This is an optimization exercise on Yosys and OpenROAD, whose aim is small area, a short achievable clock period and few clock cycles per item, not a production implementation.
Where RTL was checked, it was by simulation tests only, not by an equivalence proof against the original.

==> inputs of run a <==
==> flow/design.v (excerpt) <==
module fir_top (
    input  wire       clk,
    input  wire       resetN,
    input  wire       sampleClk,
    input  wire [7:0] sample,
    output wire [7:0] sum,
    output reg        dav
);
   reg [7:0] h1, h2, h3, h4, h5, h6, h7, h8;
   reg [8:0] s34, s25, s16;
   reg [9:0] m3;
   reg [18:0] t1a;
   reg [17:0] t1b;
   reg [3:0] ic;
   wire busy = ~ic[3] | ~ic[2];
   wire en = sampleClk | busy;
   wire [7:0] xin = busy ? 8'd0 : sample;
   wire s_1, c_2;
   ha us_1 (h2[0], h3[0], s_1, c_2);
   wire s_3, c_4;
   ha us_3 (h2[1], h3[1], s_3, c_4);
   wire s_5, c_6;
   ha us_5 (h2[2], h3[2], s_5, c_6);
   wire s_7, c_8;
   ha us_7 (h2[3], h3[3], s_7, c_8);
   wire s_9, c_10;
   ha us_9 (h2[4], h3[4], s_9, c_10);
   wire s_11, c_12;
   ha us_11 (h2[5], h3[5], s_11, c_12);
   wire s_13, c_14;
   ha us_13 (h2[6], h3[6], s_13, c_14);
   wire s_15, c_16;
   ha us_15 (h2[7], h3[7], s_15, c_16);
   wire s_17, c_18;
   ha us_17 (h2[7], h3[7], s_17, c_18);
   wire G_19 = c_4 | (s_3 & c_2);
   wire G_21 = c_6 | (s_5 & c_4);
   wire P_22 = s_5 & s_3;
   wire G_23 = c_8 | (s_7 & c_6);
   wire P_24 = s_7 & s_5;
   wire G_25 = c_10 | (s_9 & c_8);
   wire P_26 = s_9 & s_7;
   wire G_27 = c_12 | (s_11 & c_10);
   wire P_28 = s_11 & s_9;
   wire G_29 = c_14 | (s_13 & c_12);
   wire P_30 = s_13 & s_11;
   wire G_31 = c_16 | (s_15 & c_14);
   wire P_32 = s_15 & s_13;
   wire G_33 = c_18 | (s_17 & c_16);
   wire P_34 = s_17 & s_15;
   wire G_35 = G_21 | (P_22 & c_2);
   wire G_37 = G_23 | (P_24 & G_19);
   wire G_39 = G_25 | (P_26 & G_21);
   wire P_40 = P_26 & P_22;
   wire G_41 = G_27 | (P_28 & G_23);
   wire P_42 = P_28 & P_24;
   wire G_43 = G_29 | (P_30 & G_25);
   wire P_44 = P_30 & P_26;
   wire G_45 = G_31 | (P_32 & G_27);
   wire P_46 = P_32 & P_28;
   wire G_47 = G_33 | (P_34 & G_29);
   wire P_48 = P_34 & P_30;
   wire G_49 = G_39 | (P_40 & c_2);
   wire G_51 = G_41 | (P_42 & G_19);
   wire G_53 = G_43 | (P_44 & G_35);
   wire G_55 = G_45 | (P_46 & G_37);
   wire G_57 = G_47 | (P_48 & G_39);
   wire P_58 = P_48 & P_40;
   wire G_59 = G_57 | (P_58 & c_2);
   wire [8:0] s34n;
   assign s34n[0] = ~(s_1);
   assign s34n[1] = ~(s_3 ^ c_2);
   assign s34n[2] = ~(s_5 ^ G_19);
   assign s34n[3] = ~(s_7 ^ G_35);
   assign s34n[4] = ~(s_9 ^ G_37);
   assign s34n[5] = ~(s_11 ^ G_49);
  ...
Settings: LEC_CHECK=0, CAP_MARGIN=20, CORE_MARGIN=2, CORE_UTILIZATION=55, CTS_BUF_LIST=sky130_fd_sc_hd__clkbuf_8, CTS_CLUSTER_SIZE=30, SETUP_SLACK_MARGIN=5, SLEW_MARGIN=20, SYNTH_HIERARCHICAL=1; clock period 10.0 ns.
standard.sh (not shown) runs the stock make flow with config.mk's settings and CLKGATE_MAP_FILE= SYNTH_SCRIPT=/design/flow/synth_recipe.tcl, a recipe that flattens the netlist after the stock synthesis.
==> flow/flow/run.sh <==
#!/bin/bash
# The standard layout (the standard.sh: ORFS from synthesis to the final
# layout), with timing repair aiming at a larger setup margin than the flow
# settings allow and the port buffers made of sky130_fd_sc_hd__buf_2. make's
# output goes to flow_make.log; each ORFS step writes its own log under
# orfs/logs, copied here at the end.
set -euo pipefail
bash standard.sh SETUP_SLACK_MARGIN=6.0 "BUFFER_PORTS_ARGS=-buffer_cell sky130_fd_sc_hd__buf_2" finish > flow_make.log 2>&1
cp orfs/logs/*/fir_top/base/*.log . 2>/dev/null || true
==> inputs of run b, as changes to run a <==
--- a/flow/design.v
+++ b/flow/design.v
@@ -730,56 +730,56 @@
    assign r[14] = s_549 ^ G_677;
    assign r[15] = s_551 ^ G_679;
    assign r[16] = s_553 ^ G_681;
    assign r[17] = s_555 ^ G_691;
    assign r[18] = ~s_557 ^ G_693;
    assign r[19] = s_559 ^ G_695;
    wire c7;
    carry7 uc7 (r[9:3], sample[6:0], c7);
-   wire [2:0] nf0, nf1, nf;
-   nflags unf0 (r[10], sample[7], 1'b0, nf0);
-   nflags unf1 (r[10], sample[7], 1'b1, nf1);
-   mux3 unfm (c7, nf0, nf1, nf);
-   reg [8:0] rq;
-   reg zq, oq, upq, n0q, n3q;
-   wire [7:0] rinc = rq[7:0] + upq;
-   wire sp = (~rq[8] & rq[7] & (~zq | ~n0q)) | (~rq[8] & ~rq[7] & oq & n3q);
-   wire sn = (rq[8] & ~rq[7] & (~oq | ~n3q)) | (rq[8] & rq[7] & zq & n0q);
-   assign sum = sp ? 8'h7f : sn ? 8'h80 : rinc;
+   wire up0, sp0, sn0, up1, sp1, sn1, up, sp, sn;
+   presel ups0 (r[19:10], sample[7], 1'b0, up0, sp0, sn0);
+   presel ups1 (r[19:10], sample[7], 1'b1, up1, sp1, sn1);
+   mux3 upsm (c7, {up0, sp0, sn0}, {up1, sp1, sn1}, {up, sp, sn});
+   reg [7:0] rq;
+   reg upq, spq, snq;
+   wire [7:0] rinc = rq + upq;
+   assign sum = spq ? 8'h7f : snq ? 8'h80 : rinc;
    always @(posedge clk, negedge resetN)
      if (!resetN) begin
         ic <= 4'd0;
         dav <= 1'b0;
      end else begin
         if (busy) ic <= ic + 4'd1;
         dav <= sampleClk & ~busy;
      end
    always @(posedge clk) begin
-      rq <= r[19:11];
-      zq <= ~|r[17:11]; oq <= &r[17:11];
-      {upq, n0q, n3q} <= nf;
+      rq <= r[18:11];
+      upq <= up; spq <= sp; snq <= sn;
       if (en) begin
          t1a <= t1an; t1b <= t1bn;
          s34 <= s34n; s25 <= s25n; s16 <= s16n;
          m3 <= m3n;
          h1 <= xin; h2 <= h1; h3 <= h2; h4 <= h3;
          h5 <= h4; h6 <= h5; h7 <= h6; h8 <= h7;
       end
    end
 endmodule
 module carry7 (input [6:0] a, input [6:0] b, output c);
    wire [7:0] s = {1'b0, a} + {1'b0, b};
    assign c = s[7];
 endmodule
-module nflags (input r0, input x7, input c, output [2:0] f);
+module presel (input [9:0] r, input x7, input c, output up, output sp, output sn);
+   wire signed [8:0] rs = r[9:1];
    wire nx = ~x7;
-   assign f[2] = (r0 & nx) | (r0 & c) | (nx & c);
-   assign f[1] = ~r0 & ~nx & ~c;
-   assign f[0] = r0 & nx & c;
+   wire n0 = ~r[0] & ~nx & ~c;
+   wire n3 = r[0] & nx & c;
+   assign up = (r[0] & nx) | (r[0] & c) | (nx & c);
+   assign sp = (rs >= 9'sd129) | ((rs == 9'sd128) & ~n0) | ((rs == 9'sd127) & n3);
+   assign sn = (rs <= -9'sd130) | ((rs == -9'sd129) & ~n3) | ((rs == -9'sd128) & n0);
 endmodule
 module mux3 (input s, input [2:0] a, input [2:0] b, output [2:0] y);
    assign y = s ? b : a;
 endmodule
 module fa (input a, input b, input c, output s, output co);
    assign s = a ^ b ^ c;
    assign co = (a & b) | (a & c) | (b & c);
 endmodule
==> flow/flow/run.sh (replaced) <==
#!/bin/bash
# The standard layout (the standard.sh: ORFS from synthesis to the final
# layout) with timing repair aiming at a larger setup margin than the flow
# settings allow. ORFS writes each tool's log under orfs/logs; make's own
# output goes to flow_make.log here.
set -euo pipefail
bash standard.sh SETUP_SLACK_MARGIN=6.0 finish > flow_make.log 2>&1
==> flow/config.mk (replaced) <==
export PLATFORM = sky130hd
export DESIGN_NAME = fir_top
export DESIGN_NICKNAME = fir_top
export VERILOG_FILES = /design/flow/design.v
export SDC_FILE = /design/flow/constraint.sdc
export NUM_CORES = 4
export LEC_CHECK = 0
export CAP_MARGIN = 20
export CORE_MARGIN = 2
export CORE_UTILIZATION = 65
export CTS_BUF_LIST = sky130_fd_sc_hd__clkbuf_8
export CTS_CLUSTER_SIZE = 30
export SETUP_SLACK_MARGIN = 5
export SLEW_MARGIN = 20
export SYNTH_HIERARCHICAL = 1
==> summary of the runs <==
- Against run a, the cell count of run b is smaller by 3.8%.
- In run b the critical path depth is higher than in run a, by 6.
- Against run b, the synthesized area of run a is higher by about 0.8%.
- Register-to-register slack: run b is worse than run a (0.26 ns).
- Of run b and run a, run a has the higher worst hold slack (gap 0.0027 ns).
==> figures <==
quantity	run a	run b
Status	complete, no violations	complete, no violations
Post-Synthesis Mean Instance Area	14.09 um2	14.17 um2
Total area of multi-input combinational cells	5294 um2	5500 um2
Crit end category	primary output	register
Startpoint of the lowest-slack register-to-register path	t1a[8]	t1b[5]
Clock latency of the later-clocked register in the worst-skew pair	0.46 ns	0.45 ns
Yosys cell types	59	47
Number of search-and-repair iterations in the first detailed-routing pass	6	5
Nets@finish	967	970
Setup slack at placement	5.744 ns	5.441 ns
Testbench counts of run a, summed over its fixed seeds: cycles 12,008, items 12,000.
Testbench counts of run b, summed over its fixed seeds: cycles 12,008, items 12,000.

---

==> wip/garnet <==
fir_top, a different RTL version from the one above (not shown whole).
==> flow/config.mk <==
export PLATFORM = sky130hd
export DESIGN_NAME = fir_top
export DESIGN_NICKNAME = fir_top
export VERILOG_FILES = /design/flow/design.v
export SDC_FILE = /design/flow/constraint.sdc
export NUM_CORES = 4
export LEC_CHECK = 0
export CAP_MARGIN = 20
export CORE_MARGIN = 2
export CORE_UTILIZATION = 65
export CTS_BUF_LIST = sky130_fd_sc_hd__clkbuf_8
export CTS_CLUSTER_SIZE = 30
export SETUP_SLACK_MARGIN = 5
export SLEW_MARGIN = 20
export SYNTH_HIERARCHICAL = 1
==> flow/constraint.sdc <==
create_clock -name core_clock -period 10.0 [get_ports {clk}]
set_input_delay 2.0000 -clock core_clock [delete_from_list [all_inputs] [get_ports {clk}]]
set_output_delay 2.0000 -clock core_clock [all_outputs]
set_load 0.01 [all_outputs]
run.sh (not shown) runs the stock make flow with config.mk's settings and CLKGATE_MAP_FILE= SYNTH_SCRIPT=/design/flow/synth_recipe.tcl, a recipe that flattens the netlist after the stock synthesis.
Stock flow here: none of the scripts above is used.
==> inputs of wip/juniper, as changes to wip/garnet <==
--- a/flow/design.v
+++ b/flow/design.v
@@ -731,120 +731,16 @@
    assign r[15] = s_551 ^ G_679;
    assign r[16] = s_553 ^ G_681;
    assign r[17] = s_555 ^ G_691;
    assign r[18] = ~s_557 ^ G_693;
    assign r[19] = s_559 ^ G_695;
-   wire s_699, c_700;
-   xr xs_699 (s_471, s_473, s_699);
-   nr ns_699 (s_473, ~s_471, c_700);
-   wire s_701, c_702;
-   fa us_701 (c_474, c_700, s_477, s_701, c_702);
-   wire s_703, c_704;
-   fa us_703 (c_478, s_481, c_702, s_703, c_704);
-   wire s_705, c_706;
-   fa us_705 (c_482, s_485, c_704, s_705, c_706);
-   wire s_707, c_708;
-   fa us_707 (c_486, s_489, c_706, s_707, c_708);
-   wire s_709, c_710;
-   fa us_709 (c_490, s_493, sample[5], s_709, c_710);
-   wire s_711, c_712;
-   fa us_711 (s_497, c_494, sample[6], s_711, c_712);
-   wire s_713, c_714;
-   xr xs_713 (t1a[0], h1[0], s_713);
-   nr ns_713 (h1[0], ~t1a[0], c_714);
-   wire s_715, c_716;
-   xr xs_715 (c_468, s_469, s_715);
-   nr ns_715 (c_468, ~s_469, c_716);
-   wire s_717, c_718;
-   xr xs_717 (sample[0], s_699, s_717);
-   nr ns_717 (s_699, ~sample[0], c_718);
-   wire s_719, c_720;
-   ha us_719 (sample[1], s_701, s_719, c_720);
-   wire s_721, c_722;
-   ha us_721 (sample[2], s_703, s_721, c_722);
-   wire s_723, c_724;
-   ha us_723 (sample[3], s_705, s_723, c_724);
-   wire s_725, c_726;
-   ha us_725 (sample[4], s_707, s_725, c_726);
-   wire s_727, c_728;
-   ha us_727 (c_708, s_709, s_727, c_728);
-   wire s_729, c_730;
-   ha us_729 (c_710, s_711, s_729, c_730);
-   wire G_731 = 1'b0 | (~s_467 & c_714);
-   wire G_733 = c_716 | (~s_715 & 1'b0);
-   wire P_734 = ~s_715 & ~s_467;
-   wire G_735 = c_718 | (~s_717 & c_716);
-   wire P_736 = ~s_717 & ~s_715;
-   wire G_737 = c_720 | (s_719 & c_718);
-   wire P_738 = s_719 & ~s_717;
-   wire G_739 = c_722 | (s_721 & c_720);
-   wire P_740 = s_721 & s_719;
-   wire G_741 = c_724 | (s_723 & c_722);
-   wire P_742 = s_723 & s_721;
-   wire G_743 = c_726 | (s_725 & c_724);
-   wire P_744 = s_725 & s_723;
-   wire G_745 = c_728 | (s_727 & c_726);
-   wire P_746 = s_727 & s_725;
-   wire G_747 = c_730 | (s_729 & c_728);
-   wire P_748 = s_729 & s_727;
-   wire G_749 = 1'b0 | (c_712 & c_730);
-   wire P_750 = c_712 & s_729;
-   wire G_751 = 1'b0 | (1'b0 & 1'b0);
-   wire P_752 = 1'b0 & c_712;
-   wire G_753 = G_733 | (P_734 & c_714);
-   wire G_755 = G_735 | (P_736 & G_731);
-   wire G_757 = G_737 | (P_738 & G_733);
-   wire P_758 = P_738 & P_734;
-   wire G_759 = G_739 | (P_740 & G_735);
-   wire P_760 = P_740 & P_736;
-   wire G_761 = G_741 | (P_742 & G_737);
-   wire P_762 = P_742 & P_738;
-   wire G_763 = G_743 | (P_744 & G_739);
-   wire P_764 = P_744 & P_740;
-   wire G_765 = G_745 | (P_746 & G_741);
-   wire P_766 = P_746 & P_742;
-   wire G_767 = G_747 | (P_748 & G_743);
-   wire P_768 = P_748 & P_744;
-   wire G_769 = G_749 | (P_750 & G_745);
-   wire P_770 = P_750 & P_746;
-   wire G_771 = G_751 | (P_752 & G_747);
-   wire P_772 = P_752 & P_748;
-   wire G_773 = G_757 | (P_758 & c_714);
-   wire G_775 = G_759 | (P_760 & G_731);
-   wire G_777 = G_761 | (P_762 & G_753);
-   wire G_779 = G_763 | (P_764 & G_755);
-   wire G_781 = G_765 | (P_766 & G_757);
-   wire P_782 = P_766 & P_758;
-   wire G_783 = G_767 | (P_768 & G_759);
-   wire P_784 = P_768 & P_760;
-   wire G_785 = G_769 | (P_770 & G_761);
-   wire P_786 = P_770 & P_762;
-   wire G_787 = G_771 | (P_772 & G_763);
-   wire P_788 = P_772 & P_764;
-   wire G_789 = G_781 | (P_782 & c_714);
-   wire G_791 = G_783 | (P_784 & G_731);
-   wire G_793 = G_785 | (P_786 & G_753);
-   wire G_795 = G_787 | (P_788 & G_755);
-   wire [11:0] lw;
-   assign lw[0] = ~s_713;
-   assign lw[1] = ~s_467 ^ c_714;
-   assign lw[2] = ~s_715 ^ G_731;
-   assign lw[3] = ~s_717 ^ G_753;
-   assign lw[4] = s_719 ^ G_755;
-   assign lw[5] = s_721 ^ G_773;
-   assign lw[6] = s_723 ^ G_775;
-   assign lw[7] = s_725 ^ G_777;
-   assign lw[8] = s_727 ^ G_779;
-   assign lw[9] = s_729 ^ G_789;
-   assign lw[10] = c_712 ^ G_791;
-   assign lw[11] = 1'b0 ^ G_793;
-   wire p10 = c_498 ^ s_501;
-   wire up0, sp0, sn0, up1, sp1, sn1, up2, sp2, sn2, up, sp, sn;
-   presel8 ups0 (r[19:10], p10, sample[7], 2'd0, up0, sp0, sn0);
-   presel8 ups1 (r[19:10], p10, sample[7], 2'd1, up1, sp1, sn1);
-   presel8 ups2 (r[19:10], p10, sample[7], 2'd2, up2, sp2, sn2);
-   mux33 upsm (lw[11:10], {up0, sp0, sn0}, {up1, sp1, sn1}, {up2, sp2, sn2}, {up, sp, sn});
+   wire c7;
+   carry7 uc7 (r[9:3], sample[6:0], c7);
+   wire up0, sp0, sn0, up1, sp1, sn1, up, sp, sn;
+   presel ups0 (r[19:10], sample[7], 1'b0, up0, sp0, sn0);
+   presel ups1 (r[19:10], sample[7], 1'b1, up1, sp1, sn1);
+   mux3 upsm (c7, {up0, sp0, sn0}, {up1, sp1, sn1}, {up, sp, sn});
    reg [7:0] rq;
    reg upq, spq, snq;
    wire [7:0] rinc = rq + upq;
    assign sum = spq ? 8'h7f : snq ? 8'h80 : rinc;
    always @(posedge clk, negedge resetN)
@@ -865,23 +761,25 @@
          h1 <= xin; h2 <= h1; h3 <= h2; h4 <= h3;
          h5 <= h4; h6 <= h5; h7 <= h6; h8 <= h7;
       end
    end
 endmodule
-module presel8 (input [9:0] r, input p10, input x7, input [1:0] c,
-                output up, output sp, output sn);
+module carry7 (input [6:0] a, input [6:0] b, output c);
+   wire [7:0] s = {1'b0, a} + {1'b0, b};
+   assign c = s[7];
+endmodule
+module presel (input [9:0] r, input x7, input c, output up, output sp, output sn);
    wire signed [8:0] rs = r[9:1];
-   wire [2:0] n = {1'b0, c} + {2'b00, ~x7} + (p10 ? {1'b0, r[0], 1'b0} - 3'd1 : 3'd0);
-   wire n0 = (n[1:0] == 2'd0);
-   wire n3 = (n[1:0] == 2'd3);
-   assign up = n[1];
+   wire nx = ~x7;
+   wire n0 = ~r[0] & ~nx & ~c;
+   wire n3 = r[0] & nx & c;
+   assign up = (r[0] & nx) | (r[0] & c) | (nx & c);
    assign sp = (rs >= 9'sd129) | ((rs == 9'sd128) & ~n0) | ((rs == 9'sd127) & n3);
    assign sn = (rs <= -9'sd130) | ((rs == -9'sd129) & ~n3) | ((rs == -9'sd128) & n0);
 endmodule
-module mux33 (input [1:0] c, input [2:0] a, input [2:0] b, input [2:0] d,
-              output [2:0] y);
-   assign y = c[1] ? d : c[0] ? b : a;
+module mux3 (input s, input [2:0] a, input [2:0] b, output [2:0] y);
+   assign y = s ? b : a;
 endmodule
 module fa (input a, input b, input c, output s, output co);
    assign s = a ^ b ^ c;
    assign co = (a & b) | (a & c) | (b & c);
 endmodule
==> flow/flow/run.sh (new file) <==
#!/bin/bash
# The standard layout (the standard.sh: ORFS from synthesis to the final
# layout) with timing repair aiming at a larger setup margin than the flow
# settings allow. ORFS writes each tool's log under orfs/logs; make's own
# output goes to flow_make.log here.
set -euo pipefail
bash standard.sh SETUP_SLACK_MARGIN=7.0 finish > flow_make.log 2>&1
==> flow/standard.sh (new file) <==
#!/bin/bash
# synth_recipe.tcl (not shown) runs the flow's synth.tcl, then flattens the netlist and writes it again
# the make line also repeats each setting of config.mk as NAME=value (left out here)
make -C /OpenROAD-flow-scripts/flow DESIGN_CONFIG=/design/flow/config.mk WORK_HOME=/design/flow/orfs CLKGATE_MAP_FILE= SYNTH_SCRIPT=/design/flow/synth_recipe.tcl "${@:-finish}"
removed: flow/run.sh
==> qor summary <==
item	wip/juniper	wip/garnet
Outcome	timing/DRC/antenna clean	timing/DRC/antenna clean
Number of DRC violations after detailed-routing iteration 0	400	412
Depth of the worst register-to-register path	13	14
Post-synthesis simple-gate area fraction	0.06453	0.07430
Resize count post-CTS	143	1
Routed length on met3	909 µm	1035 µm
Die Outline Area	16310 µm²	16960 µm²
ClkCell Share	0.02758	0.03453
Post-CTS setup buffer count	52	0
Total half-perimeter wirelength after legalization and detailed placement	15430 µm	16680 µm
GR Layer Usage met2	0.4709	0.4666
Clock-pin transition on the worst setup and hold timing paths	0.08 ns	0.09 ns
Data arrival time of the worst path	4.38 ns	5.17 ns
Wire length of the first global-routing pass	33900 µm	32740 µm
Clock period minus final worst setup slack	4.042 ns	4.833 ns
Fraction of area in registers	0.3709	0.3971
Total stage count of the critical path	13	14
Tapcell count	188	216
Testbench counts of wip/juniper, summed over its fixed seeds: cycles 12,008, items 12,000.
For wip/garnet, only the layout was checked, not whether the RTL still works.

## what the ideal ports hide
No port has a modelled driver above. Below, the same layouts with a new extraction and two added sets of constraints.
Step 1 (the two cells are an assumption about what drives the block):
set clk [get_ports {clk}]
set_driving_cell -lib_cell sky130_fd_sc_hd__clkbuf_16 $clk
set_driving_cell -lib_cell sky130_fd_sc_hd__buf_2 [delete_from_list [all_inputs] $clk]
Step 2, shift: input delay + t, output delay - t, t = (earliest + latest rising clock arrival at the registers) / 2. This alone moves slack from input paths to output paths.
Three values: ideal, step 1, step 2; two values: the first two.
run	t, ns	setup slack, ns	hold WS [ns]	latest minus earliest clock arrival (ns)	worst register clock-pin slew, ns
run a	0.489	6.091 / 6.052 / 5.702	0.427 / 0.427 / 0.427	0.019 / 0.019	0.10 / 0.10
run b	0.485	5.840 / 5.840 / 5.596	0.424 / 0.424 / 0.424	0.018 / 0.018	0.10 / 0.10
wip/garnet	0.481	5.167 / 5.167 / 5.167	0.425 / 0.425 / 0.425	0.011 / 0.012	0.09 / 0.09
wip/juniper	0.482	5.958 / 5.958 / 5.958	0.425 / 0.425 / 0.425	0.017 / 0.017	0.09 / 0.09
After both steps every run listed still meets setup and hold. For run a, which loses most, drivers alone change the setup slack by -0.039 ns; drivers and shift together by -0.389 ns.
